From an optimization exercise on the open Yosys and OpenROAD flow, aimed at small area and a short achievable clock period; shortcuts taken in it are not production practice. The RTL was checked by simulation tests, not by an equivalence proof against the original design.

## flow/design.v (module list and top-level ports; edited modules follow where they fit)
// module dff: 16 lines
// module filter: 4992 lines
// module fa_cell: 4 lines
module filter #(parameter DATA_WIDTH = 16) (
    input clk,
    input rst_n,
    input signed [DATA_WIDTH-1:0] FilterIn,
    input ValidIn,
    output signed [32:0] data_out,
    output reg ValidOut);
  // ...
==> flow/flow/run.sh <==
#!/bin/bash
# Layout: the standard flow (standard.sh) unchanged, except that timing repair
# aims at a larger setup margin (a shorter period than the 10.5 ns clock) and the
# port buffers are plain buffers instead of delay cells.  make's full output goes
# to make_finish.log here; each ORFS step keeps its own log under orfs/logs/.
set -uo pipefail
bash standard.sh SETUP_SLACK_MARGIN=6.25 'BUFFER_PORTS_ARGS=-buffer_cell sky130_fd_sc_hd__buf_4' finish > make_finish.log 2>&1
status=$?
tail -n 40 make_finish.log
exit $status
==> flow/standard.sh <==
#!/bin/bash
# synth_recipe.tcl (not shown) runs the flow's synth.tcl, then flattens the netlist and writes it again
# the make line also repeats each setting of config.mk as NAME=value (left out here)
make -C /OpenROAD-flow-scripts/flow DESIGN_CONFIG=/design/flow/config.mk WORK_HOME=/design/flow/orfs CLKGATE_MAP_FILE= SYNTH_SCRIPT=/design/flow/synth_recipe.tcl "${@:-finish}"
==> flow/config.mk <==
export PLATFORM = sky130hd
export DESIGN_NAME = filter
export DESIGN_NICKNAME = filter
export VERILOG_FILES = /design/flow/design.v
export SDC_FILE = /design/flow/constraint.sdc
export NUM_CORES = 4
export LEC_CHECK = 0
export CAP_MARGIN = 20
export CORE_MARGIN = 2
export CORE_UTILIZATION = 25
export SETUP_SLACK_MARGIN = 5
export SLEW_MARGIN = 20
export SYNTH_HIERARCHICAL = 1
export TNS_END_PERCENT = 100
==> flow/constraint.sdc <==
create_clock -name core_clock -period 10.5 [get_ports {clk}]
set_input_delay 2.1000 -clock core_clock [delete_from_list [all_inputs] [get_ports {clk}]]
set_output_delay 2.1000 -clock core_clock [all_outputs]
set_load 0.01 [all_outputs]
==> flow_metrics.env, run 1 <==
export IMPL_synth_top_cells_by_count="fa_1, dfrtp_1, inv_1"
export IMPL_synth_area_leaders="fa_1, dfrtp_1, ha_1"
export IMPL_hpwl_um=75700
export IMPL_start_kind="flop"
export IMPL_grt_pass1_wl_um=141000
export IMPL_synthAdderAreaFrac=0.477
export IMPL_postCtsSetupBuffers=16
export IMPL_muxShareOfSynthArea=0.00110
export IMPL_n_all_inverters=201
export IMPL_place_ws_ns=5.03
export IMPL_nMultiInputCombCells=1690
export IMPL_vias=19500
export IMPL_yosysSeqAreaShare=0.372
export IMPL_cts_clk_slew_worst_paths_ns=0.06
export IMPL_reg2reg_depth=7
export IMPL_antenna_cells=1
export IMPL_synth_warnings=7
export IMPL_timing_rr_start="pr6[6]"
export IMPL_mostFrequentLayoutCells="fa_1, dfrtp_1, ha_1, inv_1, a21oi_1"
export IMPL_cts_tree="built"
export IMPL_period_needed_ns=4.44
export IMPL_ys_async_sr_fraction=0.833
export IMPL_busiest_layer="met2"
export IMPL_startpoint="rq_6"
export IMPL_cp_top_family="compound AO/OA/AOI/OAI gates"
export IMPL_status="no timing/DRC/antenna violations"
export IMPL_die_x_um=386
export IMPL_grt_pass1_vias=22100
export IMPL_buffers=96
export IMPL_place_congestion=0.920
export IMPL_largestClassByArea="multi-input gates"
export IMPL_path_cells="a21oi_4 -> o21bai_4 -> a21o_1 -> a21oi_4 -> o21ai_4 -> a21oi_2 -> xnor2_2 -> buf_4"
export IMPL_fillCellCount=14400
export IMPL_min_from="d5[5]"
export IMPL_use_met3=0.0239
export IMPL_post_route_drc_count=0
export IMPL_finalNetCount=3566
export IMPL_met2_usage=0.204
export IMPL_regArea_mm2=0.0137
==> run 2: changes to the inputs <==
--- a/flow/design.v
+++ b/flow/design.v
@@ -236,20 +236,16 @@
 reg rg_25;
 reg rg_26;
 reg rg_27;
 reg rg_28;
 reg rg_29;
 reg rg_30;
 reg rg_31;
 reg rg_32;
-reg rq_4;
-reg rq_5;
-reg rq_6;
-reg rq_7;
 reg rq_8;
 reg rq_9;
 reg rq_10;
 reg rq_11;
 reg rq_12;
 reg rq_13;
 reg rq_14;
 reg rq_15;
@@ -4328,200 +4324,200 @@
 assign g2269 = g2176 | g2268;
 assign g2270 = g2177 & g2171;
 assign g2271 = g2180 & g2173;
 assign g2272 = g2179 | g2271;
 assign g2273 = g2180 & g2174;
 assign g2274 = g2183 & g2176;
 assign g2275 = g2182 | g2274;
 assign g2276 = g2183 & g2177;
-assign g2277 = rq_4 & rg_0;
-assign g2278 = rg_4 | g2277;
-assign g2279 = rq_4 & g2022;
-assign g2280 = rq_5 & rg_1;
-assign g2281 = rg_5 | g2280;
-assign g2282 = rq_5 & g2090;
-assign g2283 = rq_6 & rg_2;
-assign g2284 = rg_6 | g2283;
-assign g2285 = rq_6 & g2186;
-assign g2286 = rq_7 & rg_3;
-assign g2287 = rg_7 | g2286;
-assign g2288 = rq_7 & g2189;
-assign g2289 = rq_8 & rg_4;
-assign g2290 = rg_8 | g2289;
-assign g2291 = rq_8 & rq_4;
-assign g2292 = rq_9 & rg_5;
-assign g2293 = rg_9 | g2292;
-assign g2294 = rq_9 & rq_5;
-assign g2295 = rq_10 & rg_6;
-assign g2296 = rg_10 | g2295;
-assign g2297 = rq_10 & rq_6;
-assign g2298 = rq_11 & rg_7;
-assign g2299 = rg_11 | g2298;
-assign g2300 = rq_11 & rq_7;
-assign g2301 = rq_12 & rg_8;
-assign g2302 = rg_12 | g2301;
-assign g2303 = rq_12 & rq_8;
-assign g2304 = rq_13 & rg_9;
-assign g2305 = rg_13 | g2304;
-assign g2306 = rq_13 & rq_9;
-assign g2307 = rq_14 & rg_10;
-assign g2308 = rg_14 | g2307;
-assign g2309 = rq_14 & rq_10;
-assign g2310 = rq_15 & rg_11;
-assign g2311 = rg_15 | g2310;
-assign g2312 = rq_15 & rq_11;
-assign g2313 = rq_16 & rg_12;
-assign g2314 = rg_16 | g2313;
-assign g2315 = rq_16 & rq_12;
-assign g2316 = rq_17 & rg_13;
-assign g2317 = rg_17 | g2316;
-assign g2318 = rq_17 & rq_13;
-assign g2319 = rq_18 & rg_14;
-assign g2320 = rg_18 | g2319;
-assign g2321 = rq_18 & rq_14;
-assign g2322 = rq_19 & rg_15;
-assign g2323 = rg_19 | g2322;
-assign g2324 = rq_19 & rq_15;
-assign g2325 = rq_20 & rg_16;
-assign g2326 = rg_20 | g2325;
-assign g2327 = rq_20 & rq_16;
-assign g2328 = rq_21 & rg_17;
-assign g2329 = rg_21 | g2328;
-assign g2330 = rq_21 & rq_17;
-assign g2331 = rq_22 & rg_18;
-assign g2332 = rg_22 | g2331;
-assign g2333 = rq_22 & rq_18;
-assign g2334 = rq_23 & rg_19;
-assign g2335 = rg_23 | g2334;
-assign g2336 = rq_23 & rq_19;
-assign g2337 = rq_24 & rg_20;
-assign g2338 = rg_24 | g2337;
-assign g2339 = rq_24 & rq_20;
-assign g2340 = rq_25 & rg_21;
-assign g2341 = rg_25 | g2340;
-assign g2342 = rq_25 & rq_21;
-assign g2343 = rq_26 & rg_22;
-assign g2344 = rg_26 | g2343;
-assign g2345 = rq_26 & rq_22;
-assign g2346 = rq_27 & rg_23;
-assign g2347 = rg_27 | g2346;
-assign g2348 = rq_27 & rq_23;
-assign g2349 = rq_28 & rg_24;
-assign g2350 = rg_28 | g2349;
-assign g2351 = rq_28 & rq_24;
-assign g2352 = rq_29 & rg_25;
-assign g2353 = rg_29 | g2352;
-assign g2354 = rq_29 & rq_25;
-assign g2355 = rq_30 & rg_26;
-assign g2356 = rg_30 | g2355;
-assign g2357 = rq_30 & rq_26;
-assign g2358 = rq_31 & rg_27;
-assign g2359 = rg_31 | g2358;
-assign g2360 = rq_31 & rq_27;
-assign g2361 = rq_32 & rg_28;
-assign g2362 = rg_32 | g2361;
-assign g2363 = rq_32 & rq_28;
-assign g2364 = g2291 & rg_0;
-assign g2365 = g2290 | g2364;
-assign g2366 = g2291 & g2022;
-assign g2367 = g2294 & rg_1;
-assign g2368 = g2293 | g2367;
-assign g2369 = g2294 & g2090;
-assign g2370 = g2297 & rg_2;
-assign g2371 = g2296 | g2370;
-assign g2372 = g2297 & g2186;
-assign g2373 = g2300 & rg_3;
-assign g2374 = g2299 | g2373;
-assign g2375 = g2300 & g2189;
-assign g2376 = g2303 & g2278;
-assign g2377 = g2302 | g2376;
-assign g2378 = g2303 & g2279;
-assign g2379 = g2306 & g2281;
-assign g2380 = g2305 | g2379;
-assign g2381 = g2306 & g2282;
-assign g2382 = g2309 & g2284;
-assign g2383 = g2308 | g2382;
-assign g2384 = g2309 & g2285;
-assign g2385 = g2312 & g2287;
-assign g2386 = g2311 | g2385;
-assign g2387 = g2312 & g2288;
-assign g2388 = g2315 & g2290;
-assign g2389 = g2314 | g2388;
-assign g2390 = g2315 & g2291;
-assign g2391 = g2318 & g2293;
-assign g2392 = g2317 | g2391;
-assign g2393 = g2318 & g2294;
-assign g2394 = g2321 & g2296;
-assign g2395 = g2320 | g2394;
-assign g2396 = g2321 & g2297;
-assign g2397 = g2324 & g2299;
-assign g2398 = g2323 | g2397;
-assign g2399 = g2324 & g2300;
-assign g2400 = g2327 & g2302;
-assign g2401 = g2326 | g2400;
-assign g2402 = g2327 & g2303;
-assign g2403 = g2330 & g2305;
-assign g2404 = g2329 | g2403;
-assign g2405 = g2330 & g2306;
-assign g2406 = g2333 & g2308;
-assign g2407 = g2332 | g2406;
-assign g2408 = g2333 & g2309;
-assign g2409 = g2336 & g2311;
-assign g2410 = g2335 | g2409;
-assign g2411 = g2336 & g2312;
-assign g2412 = g2339 & g2314;
-assign g2413 = g2338 | g2412;
-assign g2414 = g2339 & g2315;
-assign g2415 = g2342 & g2317;
-assign g2416 = g2341 | g2415;
-assign g2417 = g2342 & g2318;
-assign g2418 = g2345 & g2320;
-assign g2419 = g2344 | g2418;
-assign g2420 = g2345 & g2321;
-assign g2421 = g2348 & g2323;
-assign g2422 = g2347 | g2421;
-assign g2423 = g2348 & g2324;
-assign g2424 = g2351 & g2326;
-assign g2425 = g2350 | g2424;
-assign g2426 = g2351 & g2327;
-assign g2427 = g2354 & g2329;
-assign g2428 = g2353 | g2427;
-assign g2429 = g2354 & g2330;
-assign g2430 = g2357 & g2332;
-assign g2431 = g2356 | g2430;
-assign g2432 = g2357 & g2333;
-assign g2433 = g2360 & g2335;
-assign g2434 = g2359 | g2433;
-assign g2435 = g2360 & g2336;
-assign g2436 = g2363 & g2338;
-assign g2437 = g2362 | g2436;
-assign g2438 = g2363 & g2339;
+assign g2277 = g2192 & g2023;
+assign g2278 = g2191 | g2277;
+assign g2279 = g2192 & g2022;
+assign g2280 = g2195 & g2089;
+assign g2281 = g2194 | g2280;
+assign g2282 = g2195 & g2090;
+assign g2283 = g2198 & g2185;
+assign g2284 = g2197 | g2283;
+assign g2285 = g2198 & g2186;
+assign g2286 = g2201 & g2188;
+assign g2287 = g2200 | g2286;
+assign g2288 = g2201 & g2189;
+assign g2289 = g2204 & g2191;
+assign g2290 = g2203 | g2289;
+assign g2291 = g2204 & g2192;
+assign g2292 = g2207 & g2194;
+assign g2293 = g2206 | g2292;
+assign g2294 = g2207 & g2195;
+assign g2295 = g2210 & g2197;
+assign g2296 = g2209 | g2295;
+assign g2297 = g2210 & g2198;
+assign g2298 = g2213 & g2200;
+assign g2299 = g2212 | g2298;
+assign g2300 = g2213 & g2201;
+assign g2301 = g2216 & g2203;
+assign g2302 = g2215 | g2301;
+assign g2303 = g2216 & g2204;
+assign g2304 = g2219 & g2206;
+assign g2305 = g2218 | g2304;
+assign g2306 = g2219 & g2207;
+assign g2307 = g2222 & g2209;
+assign g2308 = g2221 | g2307;
+assign g2309 = g2222 & g2210;
+assign g2310 = g2225 & g2212;
+assign g2311 = g2224 | g2310;
+assign g2312 = g2225 & g2213;
+assign g2313 = g2228 & g2215;
+assign g2314 = g2227 | g2313;
+assign g2315 = g2228 & g2216;
+assign g2316 = g2231 & g2218;
+assign g2317 = g2230 | g2316;
+assign g2318 = g2231 & g2219;
+assign g2319 = g2234 & g2221;
+assign g2320 = g2233 | g2319;
+assign g2321 = g2234 & g2222;
+assign g2322 = g2237 & g2224;
+assign g2323 = g2236 | g2322;
+assign g2324 = g2237 & g2225;
+assign g2325 = g2240 & g2227;
+assign g2326 = g2239 | g2325;
+assign g2327 = g2240 & g2228;
+assign g2328 = g2243 & g2230;
+assign g2329 = g2242 | g2328;
+assign g2330 = g2243 & g2231;
+assign g2331 = g2246 & g2233;
+assign g2332 = g2245 | g2331;
+assign g2333 = g2246 & g2234;
+assign g2334 = g2249 & g2236;
+assign g2335 = g2248 | g2334;
+assign g2336 = g2249 & g2237;
+assign g2337 = g2252 & g2239;
+assign g2338 = g2251 | g2337;
+assign g2339 = g2252 & g2240;
+assign g2340 = g2255 & g2242;
+assign g2341 = g2254 | g2340;
+assign g2342 = g2255 & g2243;
+assign g2343 = g2258 & g2245;
+assign g2344 = g2257 | g2343;
+assign g2345 = g2258 & g2246;
+assign g2346 = g2261 & g2248;
+assign g2347 = g2260 | g2346;
+assign g2348 = g2261 & g2249;
+assign g2349 = g2264 & g2251;
+assign g2350 = g2263 | g2349;
+assign g2351 = g2264 & g2252;
+assign g2352 = g2267 & g2254;
+assign g2353 = g2266 | g2352;
+assign g2354 = g2267 & g2255;
+assign g2355 = g2270 & g2257;
+assign g2356 = g2269 | g2355;
+assign g2357 = g2270 & g2258;
+assign g2358 = g2273 & g2260;
+assign g2359 = g2272 | g2358;
+assign g2360 = g2273 & g2261;
+assign g2361 = g2276 & g2263;
+assign g2362 = g2275 | g2361;
+assign g2363 = g2276 & g2264;
+assign g2364 = rq_8 & rg_0;
+assign g2365 = rg_8 | g2364;
+assign g2366 = rq_8 & g2022;
+assign g2367 = rq_9 & rg_1;
+assign g2368 = rg_9 | g2367;
+assign g2369 = rq_9 & g2090;
+assign g2370 = rq_10 & rg_2;
+assign g2371 = rg_10 | g2370;
+assign g2372 = rq_10 & g2186;
+assign g2373 = rq_11 & rg_3;
+assign g2374 = rg_11 | g2373;
+assign g2375 = rq_11 & g2189;
+assign g2376 = rq_12 & rg_4;
+assign g2377 = rg_12 | g2376;
+assign g2378 = rq_12 & g2279;
+assign g2379 = rq_13 & rg_5;
+assign g2380 = rg_13 | g2379;
+assign g2381 = rq_13 & g2282;
+assign g2382 = rq_14 & rg_6;
+assign g2383 = rg_14 | g2382;
+assign g2384 = rq_14 & g2285;
+assign g2385 = rq_15 & rg_7;
+assign g2386 = rg_15 | g2385;
+assign g2387 = rq_15 & g2288;
+assign g2388 = rq_16 & rg_8;
+assign g2389 = rg_16 | g2388;
+assign g2390 = rq_16 & rq_8;
+assign g2391 = rq_17 & rg_9;
+assign g2392 = rg_17 | g2391;
+assign g2393 = rq_17 & rq_9;
+assign g2394 = rq_18 & rg_10;
+assign g2395 = rg_18 | g2394;
+assign g2396 = rq_18 & rq_10;
+assign g2397 = rq_19 & rg_11;
+assign g2398 = rg_19 | g2397;
+assign g2399 = rq_19 & rq_11;
+assign g2400 = rq_20 & rg_12;
+assign g2401 = rg_20 | g2400;
+assign g2402 = rq_20 & rq_12;
+assign g2403 = rq_21 & rg_13;
+assign g2404 = rg_21 | g2403;
+assign g2405 = rq_21 & rq_13;
+assign g2406 = rq_22 & rg_14;
+assign g2407 = rg_22 | g2406;
+assign g2408 = rq_22 & rq_14;
+assign g2409 = rq_23 & rg_15;
+assign g2410 = rg_23 | g2409;
+assign g2411 = rq_23 & rq_15;
+assign g2412 = rq_24 & rg_16;
+assign g2413 = rg_24 | g2412;
+assign g2414 = rq_24 & rq_16;
+assign g2415 = rq_25 & rg_17;
+assign g2416 = rg_25 | g2415;
+assign g2417 = rq_25 & rq_17;
+assign g2418 = rq_26 & rg_18;
+assign g2419 = rg_26 | g2418;
+assign g2420 = rq_26 & rq_18;
+assign g2421 = rq_27 & rg_19;
+assign g2422 = rg_27 | g2421;
+assign g2423 = rq_27 & rq_19;
+assign g2424 = rq_28 & rg_20;
+assign g2425 = rg_28 | g2424;
+assign g2426 = rq_28 & rq_20;
+assign g2427 = rq_29 & rg_21;
+assign g2428 = rg_29 | g2427;
+assign g2429 = rq_29 & rq_21;
+assign g2430 = rq_30 & rg_22;
+assign g2431 = rg_30 | g2430;
+assign g2432 = rq_30 & rq_22;
+assign g2433 = rq_31 & rg_23;
+assign g2434 = rg_31 | g2433;
+assign g2435 = rq_31 & rq_23;
+assign g2436 = rq_32 & rg_24;
+assign g2437 = rg_32 | g2436;
+assign g2438 = rq_32 & rq_24;
 assign g2439 = g2390 & rg_0;
 assign g2440 = g2389 | g2439;
 assign g2441 = g2390 & g2022;
 assign g2442 = g2393 & rg_1;
 assign g2443 = g2392 | g2442;
 assign g2444 = g2393 & g2090;
 assign g2445 = g2396 & rg_2;
 assign g2446 = g2395 | g2445;
 assign g2447 = g2396 & g2186;
 assign g2448 = g2399 & rg_3;
 assign g2449 = g2398 | g2448;
 assign g2450 = g2399 & g2189;
-assign g2451 = g2402 & g2278;
+assign g2451 = g2402 & rg_4;
 assign g2452 = g2401 | g2451;
 assign g2453 = g2402 & g2279;
-assign g2454 = g2405 & g2281;
+assign g2454 = g2405 & rg_5;
 assign g2455 = g2404 | g2454;
 assign g2456 = g2405 & g2282;
-assign g2457 = g2408 & g2284;
+assign g2457 = g2408 & rg_6;
 assign g2458 = g2407 | g2457;
 assign g2459 = g2408 & g2285;
-assign g2460 = g2411 & g2287;
+assign g2460 = g2411 & rg_7;
 assign g2461 = g2410 | g2460;
 assign g2462 = g2411 & g2288;
 assign g2463 = g2414 & g2365;
 assign g2464 = g2413 | g2463;
 assign g2465 = g2414 & g2366;
 assign g2466 = g2417 & g2368;
 assign g2467 = g2416 | g2466;
 assign g2468 = g2417 & g2369;
@@ -4548,20 +4544,20 @@
 assign g2489 = g2438 & g2390;
 assign g2490 = g2489 & rg_0;
 assign g2491 = g2488 | g2490;
 assign g2492 = g2489 & g2022;
 assign g2493 = rp_1 ^ rg_0;
 assign g2494 = rp_2 ^ rg_1;
 assign g2495 = rp_3 ^ rg_2;
 assign g2496 = rp_4 ^ rg_3;
-assign g2497 = rp_5 ^ g2278;
-assign g2498 = rp_6 ^ g2281;
-assign g2499 = rp_7 ^ g2284;
-assign g2500 = rp_8 ^ g2287;
+assign g2497 = rp_5 ^ rg_4;
+assign g2498 = rp_6 ^ rg_5;
+assign g2499 = rp_7 ^ rg_6;
+assign g2500 = rp_8 ^ rg_7;
 assign g2501 = rp_9 ^ g2365;
 assign g2502 = rp_10 ^ g2368;
 assign g2503 = rp_11 ^ g2371;
 assign g2504 = rp_12 ^ g2374;
 assign g2505 = rp_13 ^ g2377;
 assign g2506 = rp_14 ^ g2380;
 assign g2507 = rp_15 ^ g2383;
 assign g2508 = rp_16 ^ g2386;
@@ -4925,74 +4921,70 @@
   rp_29 <= g2080;
   rp_30 <= g2082;
   rp_31 <= g2084;
   rp_32 <= g2086;
   rg_0 <= g2023;
   rg_1 <= g2089;
   rg_2 <= g2185;
   rg_3 <= g2188;
-  rg_4 <= g2191;
-  rg_5 <= g2194;
-  rg_6 <= g2197;
-  rg_7 <= g2200;
-  rg_8 <= g2203;
-  rg_9 <= g2206;
-  rg_10 <= g2209;
-  rg_11 <= g2212;
-  rg_12 <= g2215;
-  rg_13 <= g2218;
-  rg_14 <= g2221;
-  rg_15 <= g2224;
-  rg_16 <= g2227;
-  rg_17 <= g2230;
-  rg_18 <= g2233;
-  rg_19 <= g2236;
-  rg_20 <= g2239;
-  rg_21 <= g2242;
-  rg_22 <= g2245;
-  rg_23 <= g2248;
-  rg_24 <= g2251;
-  rg_25 <= g2254;
-  rg_26 <= g2257;
-  rg_27 <= g2260;
-  rg_28 <= g2263;
-  rg_29 <= g2266;
-  rg_30 <= g2269;
-  rg_31 <= g2272;
-  rg_32 <= g2275;
-  rq_4 <= g2192;
-  rq_5 <= g2195;
-  rq_6 <= g2198;
-  rq_7 <= g2201;
-  rq_8 <= g2204;
-  rq_9 <= g2207;
-  rq_10 <= g2210;
-  rq_11 <= g2213;
-  rq_12 <= g2216;
-  rq_13 <= g2219;
-  rq_14 <= g2222;
-  rq_15 <= g2225;
-  rq_16 <= g2228;
-  rq_17 <= g2231;
-  rq_18 <= g2234;
-  rq_19 <= g2237;
-  rq_20 <= g2240;
-  rq_21 <= g2243;
-  rq_22 <= g2246;
-  rq_23 <= g2249;
-  rq_24 <= g2252;
-  rq_25 <= g2255;
-  rq_26 <= g2258;
-  rq_27 <= g2261;
-  rq_28 <= g2264;
-  rq_29 <= g2267;
-  rq_30 <= g2270;
-  rq_31 <= g2273;
-  rq_32 <= g2276;
+  rg_4 <= g2278;
+  rg_5 <= g2281;
+  rg_6 <= g2284;
+  rg_7 <= g2287;
+  rg_8 <= g2290;
+  rg_9 <= g2293;
+  rg_10 <= g2296;
+  rg_11 <= g2299;
+  rg_12 <= g2302;
+  rg_13 <= g2305;
+  rg_14 <= g2308;
+  rg_15 <= g2311;
+  rg_16 <= g2314;
+  rg_17 <= g2317;
+  rg_18 <= g2320;
+  rg_19 <= g2323;
+  rg_20 <= g2326;
+  rg_21 <= g2329;
+  rg_22 <= g2332;
+  rg_23 <= g2335;
+  rg_24 <= g2338;
+  rg_25 <= g2341;
+  rg_26 <= g2344;
+  rg_27 <= g2347;
+  rg_28 <= g2350;
+  rg_29 <= g2353;
+  rg_30 <= g2356;
+  rg_31 <= g2359;
+  rg_32 <= g2362;
+  rq_8 <= g2291;
+  rq_9 <= g2294;
+  rq_10 <= g2297;
+  rq_11 <= g2300;
+  rq_12 <= g2303;
+  rq_13 <= g2306;
+  rq_14 <= g2309;
+  rq_15 <= g2312;
+  rq_16 <= g2315;
+  rq_17 <= g2318;
+  rq_18 <= g2321;
+  rq_19 <= g2324;
+  rq_20 <= g2327;
+  rq_21 <= g2330;
+  rq_22 <= g2333;
+  rq_23 <= g2336;
+  rq_24 <= g2339;
+  rq_25 <= g2342;
+  rq_26 <= g2345;
+  rq_27 <= g2348;
+  rq_28 <= g2351;
+  rq_29 <= g2354;
+  rq_30 <= g2357;
+  rq_31 <= g2360;
+  rq_32 <= g2363;
 end
 assign data_out = {g2524, g2523, g2522, g2521, g2520, g2519, g2518, g2517, g2516, g2515, g2514, g2513, g2512, g2511, g2510, g2509, g2508, g2507, g2506, g2505, g2504, g2503, g2502, g2501, g2500, g2499, g2498, g2497, g2496, g2495, g2494, g2493, rp_0};
 reg [4:0] num_taps_and_delay;
 always @(posedge clk or negedge rst_n) begin
     if (!rst_n) begin
         ValidOut <= 1'b0;
         num_taps_and_delay <= 5'd0;
     end else if (ValidIn) begin
==> flow/flow/run.sh (replaced) <==
#!/bin/bash
# Layout: the standard flow (standard.sh) unchanged, except that timing repair
# aims at a larger setup margin (a shorter period than the 10.5 ns clock) and the
# port buffers are plain buffers instead of delay cells.  make's full output goes
# to make_finish.log here; each ORFS step keeps its own log under orfs/logs/.
set -uo pipefail
bash standard.sh SETUP_SLACK_MARGIN=6.0 'BUFFER_PORTS_ARGS=-buffer_cell sky130_fd_sc_hd__buf_4' finish > make_finish.log 2>&1
status=$?
tail -n 40 make_finish.log
exit $status
==> flow/config.mk (replaced) <==
export PLATFORM = sky130hd
export DESIGN_NAME = filter
export DESIGN_NICKNAME = filter
export VERILOG_FILES = /design/flow/design.v
export SDC_FILE = /design/flow/constraint.sdc
export NUM_CORES = 4
export LEC_CHECK = 0
export CAP_MARGIN = 20
export CORE_MARGIN = 2
export CORE_UTILIZATION = 65
export SETUP_SLACK_MARGIN = 5
export SLEW_MARGIN = 20
export SYNTH_HIERARCHICAL = 1
export TNS_END_PERCENT = 100
==> run 2 against run 1 <==
Compared with the run above:
- critical path depth increased by 3
- critical endpoint is now rg_28
- first-iteration DRC count increased by 20%
- sequential share of layout area increased by 1.1 points
- final area decreased by 4.6%
- area after synthesis increased by 0.48%
- worst setup slack got worse by 0.0077 ns
- die area decreased by 61%
- highest routed layer unchanged
- still clean on timing, DRC and antenna
- fmax decreased by 0.17%
==> flow_metrics.env, run 2 <==
export IMPL_io_pins=53
export IMPL_clk_latency_ns=0.61
export IMPL_overflow=0
export IMPL_final_area_mm2=0.0403
export IMPL_grt_pass1_vias=23100
export IMPL_worst_ep_required_time_ns=11.03
export IMPL_synth_area_leaders="fa_1, dfrtp_1, ha_1"
export IMPL_place_ws_ns=4.98
export IMPL_htree_levels=2
export IMPL_final_common_cell="fa_1"
export IMPL_ys_ff_latch=553
export IMPL_drv_slew=0
export IMPL_cts_hold_buf=0
export IMPL_post_route_drc_count=0
export IMPL_start_util=0.661
export IMPL_timing_rr_start="d6[6]"
export IMPL_root_buffer="clkbuf_16"
export IMPL_crit_type="primary input to flop"
export IMPL_setup_tns_ns=0
export IMPL_cp_top_family="adder cells"
export IMPL_finalWirelength_um=94400
export IMPL_synth_cell_types=66
export IMPL_netlist_area_mm2=0.0366
export IMPL_startpoint="ValidIn"
export IMPL_wl_per_cell_um=28.2
export IMPL_hpwl_um=76200
export IMPL_ys_async_sr_fraction=0.839
export IMPL_netlist_instances=2492
export IMPL_rows=86
export IMPL_max_slew_margin_rel=0.387
export IMPL_start_kind="primary input"
export IMPL_synth_area_leader_cell="fa_1"
export IMPL_final_antenna_net_count=0
export IMPL_hold_path_class="flop to flop"
export IMPL_fp_coreArea_mm2=0.0554
export IMPL_skew_ns=0.0190
export IMPL_synth_top_cell_area_share=0.407
export IMPL_track_usage=0.348
export IMPL_post_drt_via_cell_ratio=6.00
export IMPL_die_x_um=241
export IMPL_crit_arrival_ns=4.98
export IMPL_mostFrequentLayoutCells="fa_1, dfrtp_1, inv_1, ha_1, a21oi_1"
export IMPL_synth_ff_type="dfrtp_1"
export IMPL_firstDrtPassIters=5
export IMPL_max_freq_mhz=225
export IMPL_synth_edf_count=0
export IMPL_antenna_found_initial=0
export IMPL_cts_buffer_depth=3
export IMPL_min_from="d5[6]"
export IMPL_placed_cell_area_mm2=0.0382
export IMPL_antenna_cells=0
export IMPL_place_congestion=0.981
export IMPL_finalNetCount=3523
export IMPL_cts_buffers_inserted=56
export IMPL_worst_pin_slew_ns=0.920
export IMPL_area_growth_pct=10.0
export IMPL_dieHeight_um=241
export IMPL_fillCellCount=3557
export IMPL_yosysMostFrequentCell="fa_1"
export IMPL_setup_viol=0
export IMPL_drive_gt1_frac=0.121
export IMPL_crit_buf_inv=1
export IMPL_synth_top_cells_by_count="fa_1, dfrtp_1, inv_1"
export IMPL_grt_pass1_wl_um=143000
export IMPL_drv_cap=0
export IMPL_critical_path_max_stage_delay_ns=0.52
export IMPL_rsz0062_at_grt="true"
export IMPL_status="no timing/DRC/antenna violations"
export IMPL_crit_fanout=32
export IMPL_vias=20100
export IMPL_die_area_mm2=0.0582
export IMPL_critPathSlowestCell="fa_1"
export IMPL_cts_tree="built"
export IMPL_setup_ws_ns=6.05
export IMPL_hold_viol_final=0
export IMPL_syn_nets=3454
export IMPL_period_needed_ns=4.45
export IMPL_worstSetupEndpointType="flop"
export IMPL_drtIter0Drc=1387
export IMPL_syn_mean_instance_area_um2=14.7
export IMPL_portBuffers=52
export IMPL_path_cells="buf_16 -> nand2_8 -> fa_2 -> fa_1 -> fa_2 -> ha_4 -> a21oi_2 -> o21bai_1 -> a21oi_2 -> o21a_1 -> o21ai_0"
export IMPL_cts_sinks=553
export IMPL_fin_crit_sh=0.424
export IMPL_synth_warnings=7
export IMPL_grt_max_degree=147
export IMPL_cts_clk_slew_worst_paths_ns=0.06
export IMPL_yosysSeqAreaShare=0.368
run 2: cell count changes in the layout (fill, tap and decap cells not counted), moves of 9 or more:
| cell | change |
|---|---|
| xor2_1 | +16 |
| o21bai_1 | +10 |
| o21ai_1 | +9 |
| nand4_1 | +24 |
| o21a_1 | +12 |
| dfrtp_2 | -56 |
| a21o_1 | +39 |
| xnor2_2 | -9 |
| dfrtp_1 | +62 |
| buf_4 | -31 |
| o21ai_0 | -16 |
| nor2_1 | -33 |
| nand2_1 | -10 |
| a21oi_4 | -11 |
run 2: per-module statistics from Yosys, one instance, submodules excluded:
module / cells inside / copies in the design
fa_cell: 1 / 738
filter: 1754 / 1
run 2: metrics by stage:
step | utilization | hold slack, ns | cells
after CTS | 0.725 | 0.349 | 3350
after detailed placement | 0.689 | 0.335 | 3248
final | 0.727 | 0.349 | 3353
after floorplan | - | 0.331 | 2492
after global placement | 0.689 | 0.332 | 3248
after global routing | 0.727 | 0.353 | 3353
run 2: worst paths after layout:
check / slack, ns / cells past startpoint / end
worst min register to register: 0.35 / 0 / d6[6]
worst min-delay path: 0.35 / 0 / d6[6]
min in group asynchronous: 1.52 / 1 / d4[12]
worst max-delay path: 6.05 / 11 / rg_28
max in group asynchronous: 6.74 / 3 / r1_17_0
worst max register to register: 6.07 / 7 / r2_13_1
run 2: repair_timing:
item	CTS	global route
gates resized for setup	6	18
setup endpoints to repair	51	38
pin swaps	2	8
buffers inserted	0	3
run 2: cell families after synthesis:
| group | after synthesis | share of synthesized area |
|---|---|---|
| xor+xnor | 126 | 0.0301 |
| flops | 553 | 0.368 |
| buf+inv | 255 | 0.0296 |
| mux | 4 | 0.00109 |
| fa+ha+maj | 943 | 0.475 |
| simple gates | 235 | 0.0306 |
| compound gates | 376 | 0.0660 |
run 2: layout make-up:
cell class	instances	area, µm²	share of cell area
clock inverter	19	279	0.00693
tap	748	936	0.0232
clock buffer	83	1700	0.0421
multi-input combinational	1684	22600	0.561
inverter	205	811	0.0201
timing repair buffer	61	498	0.0124
sequential	553	13500	0.334
run 2: per-layer routing:
metal  track usage  vias to the layer above  wire length (µm)
met5             0                        -                 0
met4         0.155                        0              4870
met3        0.0615                      255              6030
met2         0.588                      774             47600
met1         0.449                    10800             35900
li1              -                     8263                 -
==> run 3: changes to the inputs <==
==> flow/flow/run.sh (replaced) <==
#!/bin/bash
# Layout: the standard flow (standard.sh) unchanged, except that timing repair
# aims at a larger setup margin (a shorter period than the 10.5 ns clock) and the
# port buffers are plain buffers instead of delay cells.  make's full output goes
# to make_finish.log here; each ORFS step keeps its own log under orfs/logs/.
set -uo pipefail
bash standard.sh SETUP_SLACK_MARGIN=6.25 'BUFFER_PORTS_ARGS=-buffer_cell sky130_fd_sc_hd__buf_4' finish > make_finish.log 2>&1
status=$?
tail -n 40 make_finish.log
exit $status
==> run 3 against run 2 <==
Compared with the run above:
- via count rose by 0.54%
- fmax grew 3.9%
- worst setup slack better by 0.17 ns
- non-clock buffer count grew 16
- largest cell class unchanged
- final area rose by 0.78%
- critical path type is now flop to flop
==> flow_metrics.env, run 3 <==
export IMPL_crit_arrival_ns=4.85
export IMPL_grt_pass1_wl_um=145000
export IMPL_area_growth_pct=10.9
export IMPL_htree_levels=2
export IMPL_antenna_found_initial=3
export IMPL_path_cells="ha_2 -> fa_2 -> a21o_1 -> a21oi_2 -> inv_2 -> a21oi_2 -> o21ai_2 -> a21o_1 -> a21o_1 -> fa_2 -> fa_2 -> fa_1 -> ha_4 -> nand4_1 -> nand2b_1 -> nand2_1"
export IMPL_die_area_mm2=0.0582
export IMPL_cts_sinks=553
export IMPL_place_ws_ns=5.00
export IMPL_finalNetCount=3538
export IMPL_cts_hold_buf=0
export IMPL_drive_gt1_frac=0.155
export IMPL_drv_slew=0
export IMPL_grt_pass1_vias=23400
export IMPL_dieHeight_um=241
export IMPL_rrSetupSlack_ns=6.22
export IMPL_wl_per_cell_um=28.4
export IMPL_rows=86
export IMPL_crit_fanout=8
export IMPL_yosysSeqAreaShare=0.368
export IMPL_worstSetupEndpointType="flop"
export IMPL_finalWirelength_um=95600
export IMPL_netlist_area_mm2=0.0366
export IMPL_synth_cell_types=66
export IMPL_io_pins=53
export IMPL_final_common_cell="fa_1"
export IMPL_die_x_um=241
export IMPL_post_route_drc_count=0
export IMPL_critical_path_max_stage_delay_ns=0.54
export IMPL_cts_tree="built"
export IMPL_worst_pin_slew_ns=0.936
export IMPL_start_kind="flop"
export IMPL_clk_latency_ns=0.63
export IMPL_synth_area_leader_cell="fa_1"
export IMPL_critPathSlowestCell="fa_2"
export IMPL_overflow=0
export IMPL_start_util=0.661
export IMPL_setup_tns_ns=0
export IMPL_grt_max_degree=156
export IMPL_period_needed_ns=4.28
export IMPL_synth_ff_type="dfrtp_1"
export IMPL_track_usage=0.353
export IMPL_place_congestion=0.986
export IMPL_fin_hold_ws_ns=0.345
export IMPL_crit_type="flop to flop"
export IMPL_synth_warnings=7
export IMPL_vias=20200
export IMPL_cts_clk_slew_worst_paths_ns=0.06
export IMPL_worst_ep_required_time_ns=11.07
export IMPL_skew_ns=0.0194
export IMPL_max_slew_margin_rel=0.368
export IMPL_syn_nets=3454
export IMPL_post_drt_via_cell_ratio=6.01
export IMPL_cts_buffer_depth=3
export IMPL_drv_cap=0
export IMPL_syn_mean_instance_area_um2=14.7
export IMPL_ys_ff_latch=553
export IMPL_rsz0062_at_grt="true"
export IMPL_netlist_instances=2492
export IMPL_antenna_cells=0
export IMPL_fp_coreArea_mm2=0.0554
export IMPL_fillCellCount=3461
export IMPL_crit_buf_inv=1
export IMPL_drtIter0Drc=1440
export IMPL_status="no timing/DRC/antenna violations"
export IMPL_setup_viol=0
export IMPL_firstDrtPassIters=5
export IMPL_synth_area_leaders="fa_1, dfrtp_1, ha_1"
export IMPL_hold_path_class="flop to flop"
export IMPL_synth_top_cell_area_share=0.407
export IMPL_synth_top_cells_by_count="fa_1, dfrtp_1, inv_1"
export IMPL_setup_ws_ns=6.22
export IMPL_root_buffer="clkbuf_16"
export IMPL_cp_top_family="adder cells"
export IMPL_ys_async_sr_fraction=0.839
export IMPL_final_antenna_net_count=0
export IMPL_fin_crit_sh=0.408
export IMPL_cts_buffers_inserted=55
export IMPL_hold_viol_final=0
export IMPL_max_freq_mhz=234
export IMPL_synth_edf_count=0
export IMPL_mostFrequentLayoutCells="fa_1, dfrtp_1, inv_1, ha_1, a21oi_1"
export IMPL_yosysMostFrequentCell="fa_1"
export IMPL_hpwl_um=77100
export IMPL_portBuffers=52
[run 3: cell counts after synthesis]
No cell type changed its count.
[run 3: final cells by class]
type,instances,area [µm²],share of cell area
multi-input combinational,1684,22700,0.560
sequential,553,13500,0.334
clock buffer,83,1680,0.0413
tap,748,936,0.0231
inverter,205,818,0.0202
timing repair buffer,77,696,0.0171
clock inverter,17,200,0.00493
[run 3: timing repair]
action	in CTS	in global routing
endpoints found under the setup margin	94	63
gates resized for setup	65	60
buffers inserted	9	8
gates cloned	2	0
pin swaps	14	39
[run 3: through the flow]
stage / instances / area (µm²) / util
after global placement: 3248 / 38200 / 0.689
final: 3367 / 40600 / 0.733
after global routing: 3367 / 40600 / 0.733
after CTS: 3359 / 40400 / 0.729
after floorplan: 2492 / 37200 / -
after detailed placement: 3248 / 38200 / 0.689
[run 3: metal layers]
metal	track usage	vias to the layer above	part of all wire
met3	0.0672	219	0.061
met5	0	-	0.00013
met4	0.131	2	0.040
met2	0.606	804	0.52
met1	0.456	10900	0.38
li1	-	8297	-
[run 3: cell families (layout without fill, tap and decap cells)]
group	after synthesis	count (layout)	synth area share
adders and majority gates	943	943	0.475
DFF	553	553	0.368
AOI/OAI and AO/OA	376	376	0.0660
buffers and inverters	255	382	0.0296
and+or+nand+nor	235	235	0.0306
xor gates and xnor gates	126	126	0.0301
muxes	4	4	0.00109
[run 3: modules after synthesis, one instance, submodules excluded]
module   cell area (µm²)  cells inside  copies in the design
filter             21800          1754                     1
fa_cell             20.0             1                   738
[run 3: path summary, 6_finish.rpt]
kind / endpoint / depth (start not counted) / start
max reg2reg: rg_19 / 16 / r1_9_1
min reg2reg: d11[15] / 0 / d10[15]
min: d11[15] / 0 / d10[15]
max in group asynchronous: d6[1] / 3 / rst_n
max: rg_19 / 16 / r1_9_1
min in group asynchronous: d4[12] / 1 / rst_n
==> run 4: changes to the inputs <==
--- a/flow/config.mk
+++ b/flow/config.mk
@@ -7,7 +7,7 @@
 export LEC_CHECK = 0
 export CAP_MARGIN = 20
 export CORE_MARGIN = 2
-export CORE_UTILIZATION = 65
+export CORE_UTILIZATION = 75
 export SETUP_SLACK_MARGIN = 5
 export SLEW_MARGIN = 20
 export SYNTH_HIERARCHICAL = 1
==> run 4 against run 3 <==
Compared with the run above:
- still clean
- non-clock buffer count increased by 16
- worst hold slack got worse by 0.00085 ns
- count of clock-buffer cells in the layout decreased by 5
- first-iteration DRC count increased by 82%
- synthesized cell count unchanged
- routed wire length increased by 17%
- register-to-register slack got worse by 0.55 ns
- worst setup slack got worse by 0.55 ns
- clock skew increased by 0.035 ns
- critical endpoint is now rg_18
- largest cell class unchanged
- highest routed layer unchanged
==> flow_metrics.env, run 4 <==
export IMPL_crit_type="flop to flop"
export IMPL_crit_buf_inv=2
export IMPL_clk_latency_ns=0.64
export IMPL_synth_ff_type="dfrtp_1"
export IMPL_crit_fanout=6
export IMPL_post_route_drc_count=0
export IMPL_ys_async_sr_fraction=0.839
export IMPL_final_common_cell="fa_1"
export IMPL_track_usage=0.447
export IMPL_fillCellCount=2060
export IMPL_synth_top_cells_by_count="fa_1, dfrtp_1, inv_1"
export IMPL_htree_levels=2
export IMPL_dieHeight_um=225
export IMPL_yosysSeqAreaShare=0.368
export IMPL_io_pins=53
export IMPL_worst_pin_slew_ns=0.954
export IMPL_period_needed_ns=4.83
export IMPL_cp_top_family="adder cells"
export IMPL_postLayoutCoreUtil=0.851
export IMPL_place_congestion=1.01
export IMPL_cts_buffers_inserted=55
export IMPL_firstDrtPassIters=8
export IMPL_finalWirelength_um=112000
export IMPL_fp_coreArea_mm2=0.0479
export IMPL_skew_ns=0.0543
export IMPL_setup_viol=0
export IMPL_area_growth_pct=11.4
export IMPL_root_buffer="clkbuf_16"
export IMPL_synth_area_leaders="fa_1, dfrtp_1, ha_1"
export IMPL_cts_tree="built"
export IMPL_worst_ep_required_time_ns=10.99
export IMPL_grt_max_degree=175
export IMPL_netlist_instances=2492
export IMPL_drive_gt1_frac=0.172
export IMPL_drtIter0Drc=2620
export IMPL_fin_crit_sh=0.460
export IMPL_start_kind="flop"
export IMPL_setup_tns_ns=0
export IMPL_cts_sinks=553
export IMPL_ys_ff_latch=553
export IMPL_cts_buffer_depth=3
export IMPL_syn_mean_instance_area_um2=14.7
export IMPL_synth_edf_count=0
export IMPL_hold_viol_final=0
export IMPL_max_freq_mhz=207
export IMPL_path_cells="ha_1 -> a21o_1 -> a21oi_2 -> o21bai_1 -> a21oi_2 -> buf_4 -> o21bai_1 -> xor2_1 -> fa_2 -> fa_1 -> fa_1 -> ha_4 -> a21oi_4 -> o21ai_2 -> inv_1 -> o21ai_1"
export IMPL_hpwl_um=79700
export IMPL_yosysMostFrequentCell="fa_1"
export IMPL_post_drt_via_cell_ratio=6.91
export IMPL_cts_hold_buf=0
export IMPL_critPathSlowestCell="fa_1"
export IMPL_grt_pass1_wl_um=159000
export IMPL_final_area_mm2=0.0408
export IMPL_start_util=0.764
export IMPL_rsz0062_at_grt="true"
export IMPL_worstSetupEndpointType="flop"
export IMPL_synth_cell_types=66
export IMPL_die_x_um=225
export IMPL_syn_nets=3454
export IMPL_critical_path_max_stage_delay_ns=0.78
export IMPL_max_slew_margin_rel=0.359
export IMPL_cts_clk_slew_worst_paths_ns=0.07
export IMPL_synth_warnings=7
export IMPL_synth_area_leader_cell="fa_1"
export IMPL_hold_path_class="flop to flop"
export IMPL_drv_cap=0
export IMPL_wl_per_cell_um=34.3
export IMPL_final_antenna_net_count=0
export IMPL_synth_top_cell_area_share=0.407
export IMPL_portBuffers=52
export IMPL_antenna_found_initial=5
export IMPL_status="no timing/DRC/antenna violations"
export IMPL_mostFrequentLayoutCells="fa_1, dfrtp_1, inv_1, ha_1, dfxtp_1"
export IMPL_netlist_area_mm2=0.0366
export IMPL_grt_pass1_vias=25200
export IMPL_placed_cell_area_mm2=0.0380
export IMPL_finalNetCount=3554
export IMPL_overflow=0
export IMPL_die_area_mm2=0.0506
export IMPL_rows=80
export IMPL_vias=22500
export IMPL_crit_arrival_ns=5.32
export IMPL_drv_slew=0
-- run 4: changes by cell type in the layout (fill, tap and decap cells not counted), sizes merged --
cell / before / now
clkinv: 9 / 10
clkinvlp: 2 / 6
diode: 0 / 1
bufinv: 3 / 4
inv: 208 / 209
clkbuf: 83 / 78
buf: 76 / 92
-- run 4: worst paths after layout --
path | depth (start not counted) | slack [ns] | start | endpoint
max in group asynchronous | 3 | 7.07 | rst_n | d14[6]
setup / recovery | 16 | 5.67 | r1_10_0 | rg_18
hold reg to reg | 0 | 0.34 | d5[14] | d6[14]
min in group asynchronous | 1 | 1.41 | rst_n | d4[12]
setup reg to reg | 16 | 5.67 | r1_10_0 | rg_18
hold / removal | 0 | 0.34 | d5[14] | d6[14]
-- run 4: layout make-up --
type	instances	area (µm²)	share of cell area
Timing Repair Buffer	93	865	0.0212
Clock buffer	78	1580	0.0386
Antenna cell	1	2.50	0.0000614
Tap cell	615	769	0.0189
Inverter	205	820	0.0201
Sequential cell	553	13500	0.332
Clock inverter	24	290	0.00712
Multi-Input combinational cell	1684	22900	0.562
-- run 4: worst register-to-register path, delay by kind of cell, from the launching register on --
| kind | cells | cell delay (ns) |
|---|---|---|
| flops | 1 | 0.58 |
| fa+ha+maj | 5 | 2.24 |
| xor+xnor | 1 | 0.17 |
| compound gates | 8 | 1.27 |
| buf+inv | 2 | 0.43 |
-- run 4: layer usage --
layer,track usage,vias to the layer above,share of wire
li1,-,8334,-
met1,0.549,11800,0.33
met2,0.743,1721,0.49
met3,0.104,580,0.10
met4,0.255,10,0.075
met5,0,-,0.00063
-- run 4: through the flow --
step / worst slack, ns / std cells / hold WS (ns)
finish: 5.67 / 3253 / 0.344
global route: 5.62 / 3252 / 0.350
CTS: 6.11 / 3234 / 0.342
detailed placement: 4.93 / 3114 / 0.335
global placement: 5.10 / 3114 / 0.332
floorplan: 5.76 / 2492 / 0.331
-- run 4: what timing repair did --
item	4_1_cts	5_1_grt
endpoints found under the hold margin	0	0
endpoints found under the setup margin	96	73
gates cloned	2	0
gates resized for setup	77	98
pin swaps	45	66
buffers inserted	16	18
-- run 4: cells by family after synthesis --
group           Yosys count  synth area share
compound gates          376            0.0660
xor+xnor                126            0.0301
fa+ha+maj               943             0.475
buf+inv                 255            0.0296
flops                   553             0.368
mux                       4           0.00109
simple gates            235            0.0306
-- run 4: modules after synthesis (local to each module, per instance) --
module | flops+latches | cells
filter | 553 | 1754
fa_cell | 0 | 1
==> run 5: changes to the inputs <==
--- a/flow/config.mk
+++ b/flow/config.mk
@@ -7,7 +7,7 @@
 export LEC_CHECK = 0
 export CAP_MARGIN = 20
 export CORE_MARGIN = 2
-export CORE_UTILIZATION = 75
+export CORE_UTILIZATION = 50
 export SETUP_SLACK_MARGIN = 5
 export SLEW_MARGIN = 20
 export SYNTH_HIERARCHICAL = 1
==> run 5 against run 4 <==
Compared with the run above:
- die area is 49% higher
- global-route usage is 16 points lower
- critical endpoint is now r2_20_1
- clock skew is 0.036 ns lower
- cell count is 11% higher
- first-iteration DRC count is 52% lower
- register-to-register slack better by 0.60 ns
- worst hold slack hardly changed
==> flow_metrics.env, run 5 <==
export IMPL_firstDrtPassIters=7
export IMPL_grt_max_degree=175
export IMPL_worst_pin_slew_ns=0.974
export IMPL_clk_latency_ns=0.64
export IMPL_crit_type="flop to flop"
export IMPL_htree_levels=2
export IMPL_fin_hold_ws_ns=0.344
export IMPL_rsz0062_at_grt="true"
export IMPL_timing_rr_start="pr6[9]"
export IMPL_drv_cap=0
export IMPL_cts_sinks=553
export IMPL_syn_mean_instance_area_um2=14.7
export IMPL_final_antenna_net_count=0
export IMPL_drv_slew=0
export IMPL_die_x_um=275
export IMPL_crit_arrival_ns=4.75
export IMPL_cts_clk_slew_worst_paths_ns=0.06
export IMPL_grt_pass1_vias=23000
export IMPL_io_pins=53
export IMPL_netlist_instances=2492
export IMPL_root_buffer="clkbuf_16"
export IMPL_synth_warnings=7
export IMPL_yosysSeqAreaShare=0.368
export IMPL_track_usage=0.283
export IMPL_cts_buffer_depth=3
export IMPL_period_needed_ns=4.24
export IMPL_min_from="d5[0]"
export IMPL_crit_fanout=4
export IMPL_synth_cell_types=66
export IMPL_setup_viol=0
export IMPL_mostFrequentLayoutCells="fa_1, dfrtp_1, inv_1, ha_1, a21oi_1"
export IMPL_status="no timing/DRC/antenna violations"
export IMPL_startpoint="pr6[9]"
export IMPL_fin_crit_sh=0.403
export IMPL_worst_ep_required_time_ns=11.01
export IMPL_whs_path_depth=0
export IMPL_antenna_found_initial=1
export IMPL_netlist_area_mm2=0.0366
export IMPL_ys_ff_latch=553
export IMPL_ys_async_sr_fraction=0.839
export IMPL_antenna_cells=0
export IMPL_synth_top_cells_by_count="fa_1, dfrtp_1, inv_1"
export IMPL_max_freq_mhz=236
export IMPL_place_congestion=0.969
export IMPL_portBuffers=52
export IMPL_post_drt_via_cell_ratio=5.55
export IMPL_yosysMostFrequentCell="fa_1"
export IMPL_dieHeight_um=275
export IMPL_start_util=0.504
export IMPL_max_slew_margin_rel=0.351
export IMPL_area_growth_pct=12.5
export IMPL_fp_coreArea_mm2=0.0727
export IMPL_die_area_mm2=0.0754
export IMPL_cts_tree="built"
export IMPL_start_kind="flop"
export IMPL_post_route_drc_count=0
export IMPL_final_common_cell="fa_1"
export IMPL_wl_per_cell_um=28.1
export IMPL_synth_area_leader_cell="fa_1"
export IMPL_skew_ns=0.0183
export IMPL_vias=19900
export IMPL_cts_buffers_inserted=61
export IMPL_syn_nets=3454
export IMPL_cts_hold_buf=0
export IMPL_overflow=0
export IMPL_setup_tns_ns=0
export IMPL_synth_top_cell_area_share=0.407
export IMPL_drive_gt1_frac=0.164
export IMPL_reg2reg_depth=7
export IMPL_finalNetCount=3547
export IMPL_hold_viol_final=0
export IMPL_finalWirelength_um=101000
export IMPL_hold_path_class="flop to flop"
export IMPL_synth_edf_count=0
export IMPL_synth_ff_type="dfrtp_1"
export IMPL_rrSetupSlack_ns=6.26
export IMPL_grt_pass1_wl_um=151000
export IMPL_holdPathEnd="d6[0]"
export IMPL_worstSetupEndpointType="flop"
export IMPL_worstReg2RegEnd="r2_20_1"
export IMPL_hpwl_um=82900
export IMPL_drtIter0Drc=1254
export IMPL_fillCellCount=5810
export IMPL_synth_area_leaders="fa_1, dfrtp_1, ha_1"
export IMPL_rows=99
[run 5: layer usage]
layer | part of all wire | routed length [µm] | global-route usage
met5 | 0 | 0 | 0
met4 | 0.036 | 3670 | 0.0927
met3 | 0.048 | 4860 | 0.0420
met2 | 0.51 | 51500 | 0.487
met1 | 0.41 | 41000 | 0.371
[run 5: through the flow]
stage | utilization | setup slack, ns | area [µm²] | std cells
2_1_floorplan | - | 5.76 | 37200 | 2492
3_3_place_gp | 0.529 | 5.02 | 38500 | 3459
3_5_place_dp | 0.529 | 4.96 | 38500 | 3459
4_1_cts | 0.563 | 6.22 | 40900 | 3583
5_1_grt | 0.566 | 6.13 | 41200 | 3595
6_report | 0.566 | 6.26 | 41200 | 3595
[run 5: cell families after synthesis]
group                    Yosys count  synth area share
AND/OR/NAND/NOR                  235            0.0306
multiplexers                       4           0.00109
XOR/XNOR                         126            0.0301
flip-flops                       553             0.368
buffers and inverters            255            0.0296
adder cells (fa/ha/maj)          943             0.475
AO/OA/AOI/OAI                    376            0.0660
[run 5: final cells by class]
class	count	area, µm²	area share
Clock buffer	86	1820	0.0441
Clock inverter	28	357	0.00866
Inverter	205	826	0.0200
Multi-Input combinational cell	1684	22700	0.552
Sequential cell	553	13600	0.329
Tap cell	959	1200	0.0291
Timing Repair Buffer	80	698	0.0170
[run 5: what timing repair did]
action	in CTS	in global routing
resized for setup	75	62
pin swaps	8	33
buffers inserted	8	12
endpoints found under the setup margin	99	58
gates cloned	2	0
[run 5: Yosys stat by module (local to each module, per instance)]
module | copies in the design | flip-flops and latches
fa_cell | 738 | 0
filter | 1 | 553
[run 5: worst max path at each step]
stage	depth (start not counted)	slack, ns	endpoint
global placement	11	5.02	rg_16
CTS	16	6.22	rg_19
finish	7	6.26	r2_20_1
global route	17	6.13	rg_23
floorplan	11	5.76	rg_15
detailed placement	11	4.96	rg_16
[run 5: worst max-delay path: stages, from the launching register on]
cell     delay [ns]
dfrtp_1        0.65
fa_1           0.53
fa_1           0.46
fa_1           0.47
fa_1           0.51
fa_1           0.47
fa_1           0.59
fa_1           0.44
==> run 6: changes to the inputs <==
--- a/flow/config.mk
+++ b/flow/config.mk
@@ -7,7 +7,7 @@
 export LEC_CHECK = 0
 export CAP_MARGIN = 20
 export CORE_MARGIN = 2
-export CORE_UTILIZATION = 50
+export CORE_UTILIZATION = 40
 export SETUP_SLACK_MARGIN = 5
 export SLEW_MARGIN = 20
 export SYNTH_HIERARCHICAL = 1
==> run 6 against run 5 <==
Compared with the run above:
- still clean on timing, DRC and antenna
- area after synthesis stayed put
- routed wire length fell by 4.9%
- count of clock-buffer cells in the layout decreased by 5
- critical path type unchanged
==> flow_metrics.env, run 6 <==
export IMPL_status="no timing/DRC/antenna violations"
export IMPL_setup_tns_ns=0
export IMPL_synthAdderAreaFrac=0.475
export IMPL_mostFrequentLayoutCells="fa_1, dfrtp_1, inv_1, ha_1, a21oi_1"
export IMPL_cts_tree="built"
export IMPL_synthXorXnorAreaFrac=0.0301
export IMPL_crit_top_cell="fa_1"
export IMPL_place_congestion=0.937
export IMPL_track_usage=0.212
export IMPL_synth_cell_types=66
export IMPL_drive_gt1_frac=0.162
export IMPL_cts_buffer_depth=3
export IMPL_start_util=0.405
export IMPL_grt_max_degree=169
export IMPL_setup_viol=0
export IMPL_synth_edf_count=0
export IMPL_worstReg2RegEnd="r2_16_1"
export IMPL_rows=110
export IMPL_post_drt_via_cell_ratio=5.21
export IMPL_final_common_cell="fa_1"
export IMPL_max_freq_mhz=238
export IMPL_cts_clk_slew_worst_paths_ns=0.06
export IMPL_root_buffer="clkbuf_16"
export IMPL_area_growth_pct=12.8
export IMPL_muxShareOfSynthArea=0.00109
export IMPL_critical_path_max_stage_delay_ns=0.64
export IMPL_antenna_found_initial=3
export IMPL_synth_top_cell_area_share=0.407
export IMPL_rrSetupSlack_ns=6.31
export IMPL_post_route_drc_count=0
export IMPL_synth_area_leader_cell="fa_1"
export IMPL_fillCellCount=7863
export IMPL_fp_coreArea_mm2=0.0904
export IMPL_startpoint="pr5[10]"
export IMPL_yosysSeqAreaShare=0.368
export IMPL_cts_buffers_inserted=61
export IMPL_reg2reg_depth=7
export IMPL_crit_type="flop to flop"
export IMPL_synth_top_cells_by_count="fa_1, dfrtp_1, inv_1"
export IMPL_drv_cap=0
export IMPL_grt_pass1_wl_um=146000
export IMPL_finalNetCount=3551
export IMPL_synth_warnings=7
export IMPL_ys_ff_latch=553
export IMPL_synth_ff_type="dfrtp_1"
export IMPL_final_antenna_net_count=0
export IMPL_synth_simple_gate_area_frac=0.0306
export IMPL_drv_slew=0
export IMPL_syn_mean_instance_area_um2=14.7
export IMPL_hpwl_um=78600
export IMPL_critPathSlowestCell="dfrtp_1"
export IMPL_start_kind="flop"
export IMPL_ys_async_sr_fraction=0.839
export IMPL_skew_ns=0.0412
export IMPL_wl_per_cell_um=25.2
export IMPL_max_slew_margin_rel=0.317
export IMPL_portBuffers=52
export IMPL_path_cells="fa_1 -> fa_1 -> fa_1 -> fa_1 -> fa_1 -> fa_1 -> fa_1"
export IMPL_endpoint="r2_16_1"
export IMPL_final_area_mm2=0.0413
export IMPL_worstSetupEndpointType="flop"
export IMPL_crit_fanout=4
export IMPL_timing_rr_start="pr5[10]"
export IMPL_yosysMostFrequentCell="fa_1"
export IMPL_syn_nets=3454
export IMPL_vias=19900
export IMPL_antenna_cells=0
export IMPL_worst_ep_required_time_ns=11.07
export IMPL_period_needed_ns=4.19
export IMPL_synth_top_family_by_area="adder cells"
export IMPL_htree_levels=2
export IMPL_hold_path_class="flop to flop"
export IMPL_cts_sinks=553
export IMPL_finalWirelength_um=96000
export IMPL_overflow=0
export IMPL_synth_compound_area_frac=0.0660
export IMPL_hold_viol_final=0
export IMPL_clk_latency_ns=0.66
export IMPL_rsz0062_at_grt="true"
export IMPL_fin_crit_sh=0.399
export IMPL_die_area_mm2=0.0940
export IMPL_postLayoutCoreUtil=0.457
export IMPL_worst_pin_slew_ns=1.03
export IMPL_io_pins=53
export IMPL_firstDrtPassIters=5
export IMPL_dieHeight_um=307
export IMPL_die_x_um=307
export IMPL_synth_area_leaders="fa_1, dfrtp_1, ha_1"
export IMPL_placed_cell_area_mm2=0.0387
export IMPL_netlist_instances=2492
export IMPL_crit_arrival_ns=4.76
export IMPL_cts_hold_buf=0
export IMPL_min_from="d5[2]"
export IMPL_netlist_area_mm2=0.0366
export IMPL_drtIter0Drc=1165
export IMPL_grt_pass1_vias=23100
-- run 6: cell counts after synthesis --
No cell type changed its count.
-- run 6: kinds of logic (layout without fill, tap and decap cells) --
kind of cell               Yosys count  in the layout
adders and majority gates          943            943
DFF                                553            553
AOI/OAI and AO/OA                  376            376
buffers and inverters              255            402
and+or+nand+nor                    235            235
xor gates and xnor gates           126            126
muxes                                4              4
-- run 6: cell type report --
class / instances / area (µm²) / share of cell area
flip-flops and latches: 553 / 13600 / 0.328
multi-input cells: 1684 / 22700 / 0.548
clock inverters: 32 / 289 / 0.00700
well taps: 1176 / 1470 / 0.0356
clock buffers: 81 / 1770 / 0.0428
repair buffers: 84 / 751 / 0.0182
inverters: 205 / 813 / 0.0197
-- run 6: how the worst min path moves through the flow --
stage / end / depth (start not counted)
2_1_floorplan: d11[0] / 0
3_3_place_gp: d6[15] / 0
3_5_place_dp: d11[4] / 0
4_1_cts: d6[2] / 0
5_1_grt: d6[3] / 0
6_report: d6[2] / 0
-- run 6: per-layer routing --
metal | vias to the layer above | track usage | wire, µm
li1 | 8339 | - | -
met4 | 0 | 0.0645 | 3040
met1 | 10700 | 0.280 | 40300
met5 | - | 0 | 0
met3 | 180 | 0.0493 | 6410
met2 | 652 | 0.351 | 46300
-- run 6: critical path, delay by kind of cell, from the launching register on --
family | cells | cell delay, ns
fa+ha+maj | 7 | 3.46
flops | 1 | 0.64
-- run 6: timing repair --
item | 4_1_cts | 5_1_grt
endpoints found under the setup margin | 92 | 52
hold endpoints to repair | 0 | 0
gates cloned | 1 | 1
pin swaps | 8 | 26
buffers inserted | 4 | 20
resized for setup | 57 | 59
-- run 6: modules after synthesis, one instance, submodules excluded --
module / cells inside / times used / cell area (µm²) / flops+latches
fa_cell: 1 / 738 / 20.0 / 0
filter: 1754 / 1 / 21800 / 553
-- run 6: stage by stage --
| step | cells | hold slack (ns) | setup slack (ns) |
|---|---|---|---|
| detailed placement | 3676 | 0.335 | 4.93 |
| global placement | 3676 | 0.332 | 5.03 |
| global route | 3815 | 0.347 | 6.18 |
| floorplan | 2492 | 0.331 | 5.76 |
| finish | 3815 | 0.338 | 6.31 |
| CTS | 3794 | 0.340 | 6.26 |
==> run 7: changes to the inputs <==
--- a/flow/config.mk
+++ b/flow/config.mk
@@ -7,7 +7,7 @@
 export LEC_CHECK = 0
 export CAP_MARGIN = 20
 export CORE_MARGIN = 2
-export CORE_UTILIZATION = 40
+export CORE_UTILIZATION = 30
 export SETUP_SLACK_MARGIN = 5
 export SLEW_MARGIN = 20
 export SYNTH_HIERARCHICAL = 1
==> run 7 against run 6 <==
Compared with the run above:
- worst setup slack improved by 0.0028 ns
- critical endpoint is now rg_28
- critical path depth rose by 5
- via count fell by 1.1%
- fmax barely moved
==> flow_metrics.env, run 7 <==
export IMPL_status="no timing/DRC/antenna violations"
export IMPL_final_antenna_net_count=0
export IMPL_synth_edf_count=0
export IMPL_die_area_mm2=0.125
export IMPL_yosysSeqAreaShare=0.368
export IMPL_max_freq_mhz=239
export IMPL_synth_top_family_by_area="adder cells"
export IMPL_syn_mean_instance_area_um2=14.7
export IMPL_clk_latency_ns=0.64
export IMPL_synthXorXnorAreaFrac=0.0301
export IMPL_critical_path_max_stage_delay_ns=0.56
export IMPL_holdPathEnd="d11[1]"
export IMPL_min_from="d10[1]"
export IMPL_track_usage=0.154
export IMPL_synthAdderAreaFrac=0.475
export IMPL_crit_fanout=8
export IMPL_critPathSlowestCell="fa_2"
export IMPL_ys_async_sr_fraction=0.839
export IMPL_multi_input_area_mm2=0.0227
export IMPL_crit_arrival_ns=4.70
export IMPL_skew_ns=0.0212
export IMPL_vias=19700
export IMPL_whs_path_depth=0
export IMPL_rrSetupSlack_ns=6.31
export IMPL_synth_cell_types=66
export IMPL_hpwl_um=77100
export IMPL_portBuffers=52
export IMPL_worstReg2RegEnd="r2_15_1"
export IMPL_antenna_cells=0
export IMPL_regArea_mm2=0.0136
export IMPL_final_common_cell="fa_1"
export IMPL_cts_sinks=553
export IMPL_place_ws_ns=4.92
export IMPL_synth_top_cells_by_count="fa_1, dfrtp_1, inv_1"
export IMPL_start_kind="primary input"
export IMPL_path_cells="buf_16 -> nand2_4 -> inv_4 -> ha_1 -> fa_1 -> fa_2 -> ha_4 -> a21oi_2 -> o21bai_1 -> a21oi_1 -> o21a_1 -> o21ai_0"
export IMPL_yosysMostFrequentCell="fa_1"
export IMPL_ys_ff_latch=553
export IMPL_wl_per_cell_um=22.2
export IMPL_grt_pass1_wl_um=144000
export IMPL_rsz0062_at_grt="true"
export IMPL_netlist_area_mm2=0.0366
export IMPL_mostFrequentLayoutCells="fa_1, dfrtp_1, inv_1, ha_1, a21oi_1"
export IMPL_synth_compound_area_frac=0.0660
export IMPL_placed_cell_area_mm2=0.0393
export IMPL_cts_tree="built"
[run 7: changes by cell type in the layout (fill, tap and decap cells not counted), moves of 3 or more]
cell and change:
inv_4 -4, dfrtp_2 +7, clkbuf_16 -7, buf_4 -14, inv_1 +3, clkinv_2 +4
dfrtp_4 -5
[run 7: metrics by stage]
step,util,hold slack (ns)
after CTS,0.341,0.335
after global routing,0.343,0.338
after floorplan,-,0.331
final,0.343,0.335
after detailed placement,0.324,0.335
after global placement,0.324,0.331
[run 7: worst register-to-register path, stage by stage, from the launching register on]
cell,delay [ns]
dfrtp_2,0.56
fa_1,0.56
fa_1,0.60
fa_1,0.46
fa_1,0.50
fa_1,0.40
fa_1,0.52
fa_1,0.46
[run 7: kinds of logic after synthesis]
| group | count (synthesis) |
|---|---|
| adder cells (fa/ha/maj) | 943 |
| XOR/XNOR | 126 |
| buffers and inverters | 255 |
| flip-flops | 553 |
| AND/OR/NAND/NOR | 235 |
| multiplexers | 4 |
| AO/OA/AOI/OAI | 376 |
[run 7: worst max path at each step]
stage,startpoint,end,slack [ns]
floorplan,ValidIn,rg_15,5.76
global placement,ValidIn,rg_12,5.03
detailed placement,ValidIn,rg_17,4.92
CTS,pr7[13],r2_20_1,6.26
global route,r1_9_0,rg_19,6.24
finish,ValidIn,rg_28,6.31
[run 7: what timing repair did]
item	CTS	global route
setup buffers	3	6
cloned	1	1
resized for setup	63	50
endpoints found under the hold margin	0	0
endpoints found under the setup margin	90	42
pin swaps	12	19
hold buffers	0	0
[run 7: cell type report]
cell class,instances,area share
multi-input combinational,1684,0.545
sequential,553,0.326
tap,1625,0.0488
clock buffer,77,0.0390
inverter,205,0.0195
timing repair buffer,69,0.0152
clock inverter,31,0.00691
[run 7: routing by layer]
layer / vias to the layer above / part of all wire / wire (µm) / global-route usage
li1: 8293 / - / - / -
met1: 10600 / 0.45 / 42400 / 0.221
met2: 648 / 0.45 / 42700 / 0.237
met3: 149 / 0.072 / 6740 / 0.0365
met4: 0 / 0.025 / 2350 / 0.0386
met5: - / 0 / 0 / 0
[run 7: per-module statistics from Yosys, one instance, submodules excluded]
module | flops+latches | copies in the design
filter | 553 | 1
fa_cell | 0 | 738

==> static timing again, ports no longer ideal <==
Ports are ideal in the flow. The routed layouts listed here were re-timed in OpenROAD. Step 1: set_driving_cell puts a clkbuf_16 on clk and a buf_2 on each other input, an assumption about the parent block. Step 2 moves the port delays by t, midway between the first and last clock arrival at a register: inputs arrive t later, outputs are due t later. That takes back most of the time a late clock gives input paths. a / b / c = ideal / step 1 / step 2; a / b = the first two.
run	shift t [ns]	slack for setup (ns)	pins driven straight from the clock port
run 1	0.702	6.059 / 5.990 / 5.619	1
run 2	0.671	6.051 / 6.024 / 5.354	1
run 3	0.683	6.220 / 6.144 / 5.461	1
run 4	0.675	5.668 / 5.594 / 4.919	1
run 5	0.704	6.263 / 6.176 / 5.472	1
run 6	0.705	6.306 / 6.207 / 5.502	1
run 7	0.698	6.309 / 6.167 / 5.469	1
After both steps setup and hold are still met in every run listed. The setup slack of run 7, which loses most, moves by -0.142 ns with the drivers and by -0.840 ns with both steps.
